This is an optimization exercise on Yosys and OpenROAD, whose aim is small area, not a production implementation. Only simulation tests tie the RTL to the original design; equivalence was not proved. Power is estimated from default activity; no workload was simulated.

==> job 1101 <==
## spacekey
module spacekey(VGA_RED, VGA_BLUE, VGA_GREEN, hex0, pix_x, pix_y, pix_v, imgReturn, jump, restart, clk, rst);
==> flow/config.mk <==
export PLATFORM = sky130hd
export DESIGN_NAME = spacekey
export DESIGN_NICKNAME = spacekey
export VERILOG_FILES = /design/flow/design.v
export SDC_FILE = /design/flow/constraint.sdc
export NUM_CORES = 4
export LEC_CHECK = 0
export ABC_AREA = 1
export CAP_MARGIN = 20
export CORE_MARGIN = 2
export CORE_UTILIZATION = 40
export CTS_BUF_LIST = sky130_fd_sc_hd__clkbuf_4
export PLACE_DENSITY = 0.6
export SLEW_MARGIN = 20
export CTS_ARGS = -sink_clustering_enable -repair_clock_nets -buf_list sky130_fd_sc_hd__clkbuf_4 -dont_use_dummy_load
export BUFFER_PORTS_ARGS = -buffer_cell sky130_fd_sc_hd__buf_1
==> flow/constraint.sdc <==
create_clock -name core_clock -period 12.0 [get_ports {clk}]
set_input_delay 2.4000 -clock core_clock [delete_from_list [all_inputs] [get_ports {clk}]]
set_output_delay 2.4000 -clock core_clock [all_outputs]
set_load 0.01 [all_outputs]
standard.sh (not shown) runs the stock make flow with config.mk's settings and CLKGATE_MAP_FILE= SYNTH_SCRIPT=/design/flow/synth_recipe.tcl, a recipe that flattens the netlist after the stock synthesis.
==> flow/flow/run.sh <==
#!/bin/bash
# Standard layout, except that
#  - after the standard synthesis, the logic between the registers is re-mapped
#    for area (flow/resynth.tcl); the registers are kept as they are;
#  - the port buffers are the smallest buffer cell.
set -euo pipefail
HERE=$(pwd)
R=$HERE/orfs/results/$FLOW_PLATFORM/spacekey/base
echo 'export CTS_ARGS = -sink_clustering_enable -repair_clock_nets -buf_list sky130_fd_sc_hd__clkbuf_4 -dont_use_dummy_load' >> config.mk
echo 'export BUFFER_PORTS_ARGS = -buffer_cell sky130_fd_sc_hd__buf_1' >> config.mk

bash standard.sh synth > synth.log 2>&1

cp $R/1_2_yosys.v $HERE/std_synth.v
YOSYS=$(command -v yosys || echo $FLOW_HOME/../tools/install/yosys/bin/yosys)
LIB=$FLOW_HOME/platforms/$FLOW_PLATFORM/lib/sky130_fd_sc_hd__tt_025C_1v80.lib \
IN_NET=$HERE/std_synth.v OUT_NET=$HERE/resynth.v TOP=$FLOW_TOP \
STAT_BEFORE=$HERE/resynth_before.txt STAT_AFTER=$HERE/resynth_after.txt \
DONT_USE="$(cat $HERE/flow/dont_use.txt)" ABC_SCRIPT=$HERE/flow/abc_area.scr \
  $YOSYS -c $HERE/flow/resynth.tcl > resynth.log 2>&1

cp $HERE/resynth.v $R/1_2_yosys.v
rm -f $R/1_synth.odb $R/1_synth.sdc
bash standard.sh finish > finish.log 2>&1
Other scripts of this flow, unchanged in this note and not shown: flow/flow/abc_area.scr, flow/flow/dont_use.txt, flow/flow/resynth.tcl
==> job 9558: changes against job 1101 <==
--- a/flow/flow/run.sh
+++ b/flow/flow/run.sh
@@ -3,9 +3,10 @@
 #  - after the standard synthesis, the logic between the registers is re-mapped
 #    for area (flow/resynth.tcl); the registers are kept as they are;
-#  - the port buffers are the smallest buffer cell.
+#  - the port buffers are the smallest buffer cell;
+#  - the clock tree is built of clkbuf_4 cells, without dummy loads.
 set -euo pipefail
 HERE=$(pwd)
 R=$HERE/orfs/results/$FLOW_PLATFORM/spacekey/base
-echo 'export CTS_ARGS = -sink_clustering_enable -repair_clock_nets -buf_list sky130_fd_sc_hd__clkbuf_4 -dont_use_dummy_load' >> config.mk
+echo 'export CTS_ARGS = -sink_clustering_enable -repair_clock_nets -buf_list sky130_fd_sc_hd__clkbuf_1 -root_buf sky130_fd_sc_hd__clkbuf_4 -dont_use_dummy_load' >> config.mk
 echo 'export BUFFER_PORTS_ARGS = -buffer_cell sky130_fd_sc_hd__buf_1' >> config.mk
 
Settings changed: CTS_ARGS -sink_clustering_enable -repair_clock_nets -buf_list sky130_fd_sc_hd__clkbuf_4 -dont_use_dummy_load to -sink_clustering_enable -repair_clock_nets -buf_list sky130_fd_sc_hd__clkbuf_1 -root_buf sky130_fd_sc_hd__clkbuf_4 -dont_use_dummy_load.
==> job 7299: changes against job 1101 <==
--- a/flow/flow/run.sh
+++ b/flow/flow/run.sh
@@ -7,5 +7,5 @@
 HERE=$(pwd)
 R=$HERE/orfs/results/$FLOW_PLATFORM/spacekey/base
-echo 'export CTS_ARGS = -sink_clustering_enable -repair_clock_nets -buf_list sky130_fd_sc_hd__clkbuf_4 -dont_use_dummy_load' >> config.mk
+echo 'export CTS_ARGS = -repair_clock_nets -buf_list sky130_fd_sc_hd__clkbuf_8 -root_buf sky130_fd_sc_hd__clkbuf_8 -distance_between_buffers 1000 -dont_use_dummy_load' >> config.mk
 echo 'export BUFFER_PORTS_ARGS = -buffer_cell sky130_fd_sc_hd__buf_1' >> config.mk
 
Settings changed: CTS_ARGS -sink_clustering_enable -repair_clock_nets -buf_list sky130_fd_sc_hd__clkbuf_4 -dont_use_dummy_load to -repair_clock_nets -buf_list sky130_fd_sc_hd__clkbuf_8 -root_buf sky130_fd_sc_hd__clkbuf_8 -distance_between_buffers 1000 -dont_use_dummy_load.
==> reports/results.tsv <==
stage	metric	value	unit
power	power	0.232	mW
final_layout	seq_share	0.197	
timing	finalClockSkew	36.7	ps
timing	max-slew-margin-rel	0.483	
power	p_switching	0.0814	mW
detailed_routing	via_per_inst	5.88	
global_route	grt_use_met1	0.336	
detailed_routing	drt_iter0_drc	263	
run_status	status	timing/DRC/antenna clean	
final_layout	syn_to_final_growth	10.9	%
power	p_seq_frac	0.494	
worst_setup_path	worst-r2r-setup-slack	5990	ps
worst_setup_path	cp_data_arrival_time	7550	ps
timing	worst_pin_slew	775	ps
# the run above: job 1101

==> reports/results.tsv <==
stage	metric	value	unit
run_status	status	timing/DRC/antenna clean	
worst_setup_path	reg2reg_depth	29	
detailed_routing	dr.pass1.iters	4	
timing	max-slew-margin-rel	0.475	
power	power.leakage	0.995	nW
detailed_routing	drt_iter0_drc	243	
global_route	grt_use_met1	0.337	
placement	post-place-ws	2130	ps
global_route	grt_pass1_wl	15300	µm
worst_setup_path	cp_data_arrival_time	7560	ps
power	p_switching	0.0841	mW
die	core_region_area	0.00718	mm²
final_layout	syn_to_final_growth	11.9	%
timing	worst_pin_slew	787	ps
power	p_seq_frac	0.454	
worst_hold_path	hold_depth	2	
clock_network	numClockSinks	32	
power	power	0.253	mW
detailed_routing	num_vias	3739	
# the run above: job 7299

==> reports/results.tsv <==
stage	metric	value	unit
worst_setup_path	worst-r2r-setup-slack	5990	ps
global_route	grt_use_met1	0.336	
power	power	0.232	mW
timing	finalClockSkew	36.7	ps
run_status	status	timing/DRC/antenna clean	
timing	max-slew-margin-rel	0.483	
power	p_switching	0.0814	mW
final_layout	seq_share	0.197	
power	p_seq_frac	0.494	
worst_setup_path	cp_data_arrival_time	7550	ps
timing	worst_pin_slew	775	ps
# the run above: job 9558

port drivers added, routing unchanged:
How much do the figures lean on ideal ports? The routed layouts below were timed once more, with nothing changed but the port constraints. Step 1 sets driving cells, clkbuf_16 on the clock port and buf_2 on the other inputs (assumed; they add their load-dependent delay and slew). Step 2 times the ports against the registers' clock, not the clock port: input delays grow and output delays shrink by t, the midpoint of the rising clock arrivals with the driver on. Three values: no drivers, after step 1, after step 2; two values: the first two.
| run | shift t [ns] | setup WS [ns] | hold slack, ns | worst register clock-pin slew, ns |
|---|---|---|---|---|
| job 1101 | 0.344 | 2.052 / 2.028 / 2.028 | 0.484 / 0.484 / 0.484 | 0.11 / 0.11 |
| job 9558 | 0.344 | 2.052 / 2.028 / 2.028 | 0.484 / 0.484 / 0.484 | 0.11 / 0.11 |
| job 7299 | 0.298 | 2.042 / 2.018 / 2.018 | 0.482 / 0.482 / 0.482 | 0.07 / 0.07 |
After both steps setup and hold are still met in every run listed.
